This design comes from an exercise in tuning for small area, a short achievable clock period and few clock cycles on the open sky130 flow, not from production work.
Where RTL was checked, it was by simulation tests only, not by an equivalence proof against the original.
Power and IR drop assume default switching activity.

== the previous run ==
// MPQ
module MPQ(
    input clk,
    input rst,
    input data_valid,
    input [7:0] data,
    input cmd_valid,
    input [2:0] cmd,
    input [7:0] index,
    input [7:0] value,
    output reg busy,
    output reg RAM_valid,
    output [7:0] RAM_A,
    output reg [7:0] RAM_D,
    output reg done
);
    function gt8;
        input [7:0] a, b;
        reg [7:0] g, ge;
        reg [3:0] g2, ge2;
        reg [1:0] g4, ge4;
        integer k;
        begin
            g  = a & ~b;
            ge = a | ~b;
            for (k = 0; k < 4; k = k + 1) begin
                g2[k]  = g[2*k+1] | (ge[2*k+1] & g[2*k]);
                ge2[k] = g[2*k+1] | (ge[2*k+1] & ge[2*k]);
            end
            for (k = 0; k < 2; k = k + 1) begin
                g4[k]  = g2[2*k+1] | (ge2[2*k+1] & g2[2*k]);
                ge4[k] = g2[2*k+1] | (ge2[2*k+1] & ge2[2*k]);
            end
            gt8 = g4[1] | (ge4[1] & g4[0]);
        end
    endfunction
    function [1:0] cmp8;
        input [7:0] a, b;
        reg [7:0] g, ge;
        reg [3:0] g2, ge2;
        reg [1:0] g4, ge4;
        integer k;
        begin
            g  = a & ~b;
            ge = a | ~b;
            for (k = 0; k < 4; k = k + 1) begin
                g2[k]  = g[2*k+1] | (ge[2*k+1] & g[2*k]);
                ge2[k] = g[2*k+1] | (ge[2*k+1] & ge[2*k]);
            end
            for (k = 0; k < 2; k = k + 1) begin
                g4[k]  = g2[2*k+1] | (ge2[2*k+1] & g2[2*k]);
                ge4[k] = g2[2*k+1] | (ge2[2*k+1] & ge2[2*k]);
            end
            cmp8 = {g4[1] | (ge4[1] & g4[0]), g4[1] | (ge4[1] & ge4[0])};
        end
    endfunction
    reg [7:0] A [1:15];
    reg [3:0] size;
    reg       started;
    reg       m_upd;    
    reg       m_sup;    
    reg       m_ins;    
    reg       m_ext;    
    reg       m_stA;    
    reg [1:0] bph;      
    reg       m_hp;     
    reg       m_sdn;    
    reg [3:0]  pos;     
    reg [7:0]  vv;      
    reg [3:0]  sz;
    wire [7:0] a1n;      
    reg [15:0] p;       
    integer j;
    wire accept = cmd_valid & ~busy & started & ~data_valid;
    reg [3:0] size_n;
    always @(*) begin
        if (data_valid | m_ins)
            size_n = size + 4'd1;
        else if (m_ext)
            size_n = size - 4'd1;
        else
            size_n = size;
    end
    reg  [3:0] wa;
    wire [4:0] wa2 = {1'b0, wa} + 5'd2;
  ...
Settings: LEC_CHECK=0, ABC_AREA=1, CAP_MARGIN=20, CORE_MARGIN=2, CORE_UTILIZATION=35, SLEW_MARGIN=20; clock period 10.0 ns.
standard.sh (not shown) runs the stock make flow with config.mk's settings and CLKGATE_MAP_FILE= SYNTH_SCRIPT=/design/flow/synth_recipe.tcl, a recipe that flattens the netlist after the stock synthesis.
==> flow/flow/run.sh <==
#!/bin/bash
set -euo pipefail
bash standard.sh SETUP_SLACK_MARGIN=6 finish > make_finish.log 2>&1
The previous run reached the final stage; the timing, design-rule and antenna checks on its layout passed.
What the current run does differently from the previous run at the input level:
--- a/flow/design.v
+++ b/flow/design.v
@@ -103,66 +103,55 @@
             size <= size_n;
             if (data_valid)
                 started <= 1'b1;
             m_upd <= data_valid | (accept & ((cmd == 3'd2) | (cmd == 3'd3)));
             m_sup <= accept & ((cmd == 3'd2) | (cmd == 3'd3));
             m_ins <= accept & (cmd == 3'd3);
             m_ext <= accept & (cmd == 3'd1);
             m_stA <= accept & (cmd == 3'd0);
-            bph <= m_stA ? 2'd1 : (bph == 2'd1) ? 2'd2 : 2'd0;
-            m_hp <= m_stA | (bph == 2'd1);
+            bph <= m_stA ? 2'd1 : (bph == 2'd1) ? 2'd2 : (bph == 2'd2) ? 2'd3 : 2'd0;
+            m_hp <= m_stA | (bph == 2'd1) | (bph == 2'd2);
             m_sdn <= (accept & ((cmd == 3'd0) | (cmd == 3'd1))) | m_stA |
-                     (bph == 2'd1);
-            busy <= (accept & (cmd == 3'd0)) | m_stA |
+                     (bph == 2'd1) | (bph == 2'd2);
+            busy <= (accept & (cmd == 3'd0)) | m_stA | (bph == 2'd1) |
                     (wr_acc & (size_n > 4'd1)) | (wr_cont & (wa2 != {1'b0, size}));
             RAM_valid <= (wr_acc & (size_n != 4'd0)) | wr_cont;
             done <= (wr_acc & (size_n <= 4'd1)) | (wr_cont & (wa2 == {1'b0, size}));
         end
     end
     always @(posedge clk) begin
         vv <= data_valid ? data : value;
         pos <= data_valid ? size_n : (cmd == 3'd3) ? size_n + 4'd1 : index[3:0];
         if (accept & ((cmd == 3'd2) | (cmd == 3'd3)))
             sz <= 4'd0;
         else
             sz <= (accept & (cmd == 3'd1)) ? size_n - 4'd1 : size_n;
         wa <= wr_cont ? wa + 4'd1 : 4'd0;
-        RAM_D <= wr_cont ? NVL : a1n;
-        p  <= p_n;
-        p2 <= p_n[2] & ~pB_n;
-        p3 <= p_n[3] & ~pB_n;
-    end
-    reg [15:0] p_n;
-    reg        pB_n;
-    reg        p2, p3;    
-    always @(*) begin
-        pB_n = 1'b0;
+        RAM_D <= wr_cont ? NV : a1n;
         if (wr_cont)
-            p_n = {p[14:0], 1'b0};
+            p <= {p[14:0], 1'b0};
         else if (wr_acc)
-            p_n = 16'd1 << 2;
+            p <= 16'd1 << 2;
         else if (data_valid | (accept & ((cmd == 3'd2) | (cmd == 3'd3))))
-            p_n = 16'd1;
-        else if (m_stA) begin
-            p_n = (16'd1 << 2) | (16'd1 << 3);
-            pB_n = 1'b1;
-        end else if (bph == 2'd1)
-            p_n = 16'd1 << 1;
+            p <= 16'd1;
+        else if (m_stA)
+            p <= 16'd1 << 3;
+        else if (bph == 2'd1)
+            p <= 16'd1 << 2;
+        else if (bph == 2'd2)
+            p <= 16'd1 << 1;
         else
-            p_n = 16'd1 << size_n;
-    end
-    reg [7:0] NVb, NVL, NVR;
-    always @(*) begin
-        NVb = {8{p[0]}} & vv;
+            p <= 16'd1 << size_n;
+    end
+    reg [7:0] NV;
+    always @(*) begin
+        NV = {8{p[0]}} & vv;
         for (j = 1; j <= 15; j = j + 1)
-            if (j != 2 && j != 3)
-                NVb = NVb | ({8{p[j]}} & A[j]);
-        NVL = NVb | ({8{p[2]}} & A[2]) | ({8{p3}} & A[3]);
-        NVR = NVb | ({8{p[3]}} & A[3]) | ({8{p2}} & A[2]);
+            NV = NV | ({8{p[j]}} & A[j]);
     end
     assign RAM_A = {4'd0, wa};
     reg        rs  [1:7];    
     reg        lv  [1:7];    
     reg [7:0]  mcv [1:7];    
     reg        root[1:7];
     reg        onc [1:15];   
     reg        go  [1:7];    
@@ -178,17 +167,17 @@
             lv[j]  = (2*j <= sz);
             rs[j]  = ((2*j+1 <= sz) && gt8(A[2*j+1], A[2*j])) || fr[j];
             mcv[j] = rs[j] ? A[2*j+1] : A[2*j];
         end
         root[1] = m_ext | (m_hp & p[1]);
         root[2] = m_hp & p[2];
         root[3] = m_hp & p[3];
         for (j = 1; j <= 7; j = j + 1)
-            cm[j] = cmp8(mcv[j], (j >= 4 && m_stA) ? A[j] : (j == 3 || j >= 6) ? NVR : NVL);
+            cm[j] = cmp8(mcv[j], (j >= 4 && m_stA) ? A[j] : NV);
         onc[1]  = root[1];
         go[1]   = onc[1] & lv[1] & cm[1][1];
         onc[2]  = root[2] | (go[1] & ~rs[1]);
         go[2]   = onc[2] & lv[2] & cm[2][1];
         onc[3]  = root[3] | (go[1] & rs[1]);
         go[3]   = onc[3] & lv[3] & cm[3][1];
         for (j = 4; j <= 7; j = j + 1) begin
             root[j] = m_stA;
@@ -221,17 +210,16 @@
                                   (j >= 8 && m_stA && onc[j]));
             en[j]   = (m_upd && (pos == j || (m1 && a1 == j) || (m2 && a2 == j) || (m3 && j == 1))) ||
                       (m_sdn && onc[j] && (j >= 8 || go[j] || !root[j] || (j == 1 && m_ext)));
         end
     end
     reg [7:0] an [1:15];      
     always @(*) begin
         for (j = 1; j <= 15; j = j + 1)
-            an[j] = !en[j] ? A[j] : upch[j] ? mcv[j] : dnpa[j] ? A[j/2] :
-                    (j == 3 || j == 6 || j == 7 || j >= 12) ? NVR : NVL;
+            an[j] = !en[j] ? A[j] : upch[j] ? mcv[j] : dnpa[j] ? A[j/2] : NV;
     end
     assign a1n = an[1];
     always @(posedge clk) begin
         for (j = 1; j <= 15; j = j + 1)
             A[j] <= an[j];
     end
 endmodule
## What came out
Comparing the current run and the previous run, maximum number of pins on one net before global-route repair is lower on the previous run. Diff the current run..the previous run | adder-cell share of the synthesized area | negligible. Met2 routed wirelength (the current run over the previous run): increase, 0.91%. On the current run: hold path depth is 1 higher than what the previous run gave. On setup slack on the worst flop-to-flop path: between the current run and the previous run, it ends up lower for the previous run. Of the current run and the previous run, the run reporting the higher switching power as a share of total power was the current run. The current run against the previous run: sequential share of layout area up 0.99 points; die area saw a decrease. Relative to the previous run, the ratio of final minimum period to clock period of the current run is lower by 0.21 points. Per the comparison of the current run with the previous run, clock skew shows no meaningful change, final critical path time including I/O delays and setup moved down.
Testbench counts of the current run, summed over its fixed seeds: cycles 12,800.
No functional check of the RTL was part of the previous run.

[re-timing with driven ports]
Ports are ideal in the flow. The routed layouts listed here were re-timed in OpenROAD. Step 1: set_driving_cell puts a clkbuf_16 on clk and a buf_2 on each other input, an assumption about the parent block. Step 2, shift: input delay + t, output delay - t, t = (earliest + latest rising clock arrival at the registers) / 2. This alone moves slack from input paths to output paths. Slacks: ideal / step 1 / step 2; pairs: ideal / step 1.
| run | shift t [ns] | setup WS [ns] | hold slack, ns |
|---|---|---|---|
| the previous run | 0.522 | 6.078 / 6.078 / 5.793 | 0.435 / 0.435 / 0.435 |
| the current run | 0.534 | 6.099 / 6.099 / 5.751 | 0.459 / 0.459 / 0.459 |
After both steps setup and hold are still met in every run listed. For the current run, which loses most, drivers alone change the setup slack by 0.000 ns; drivers and shift together by -0.348 ns.
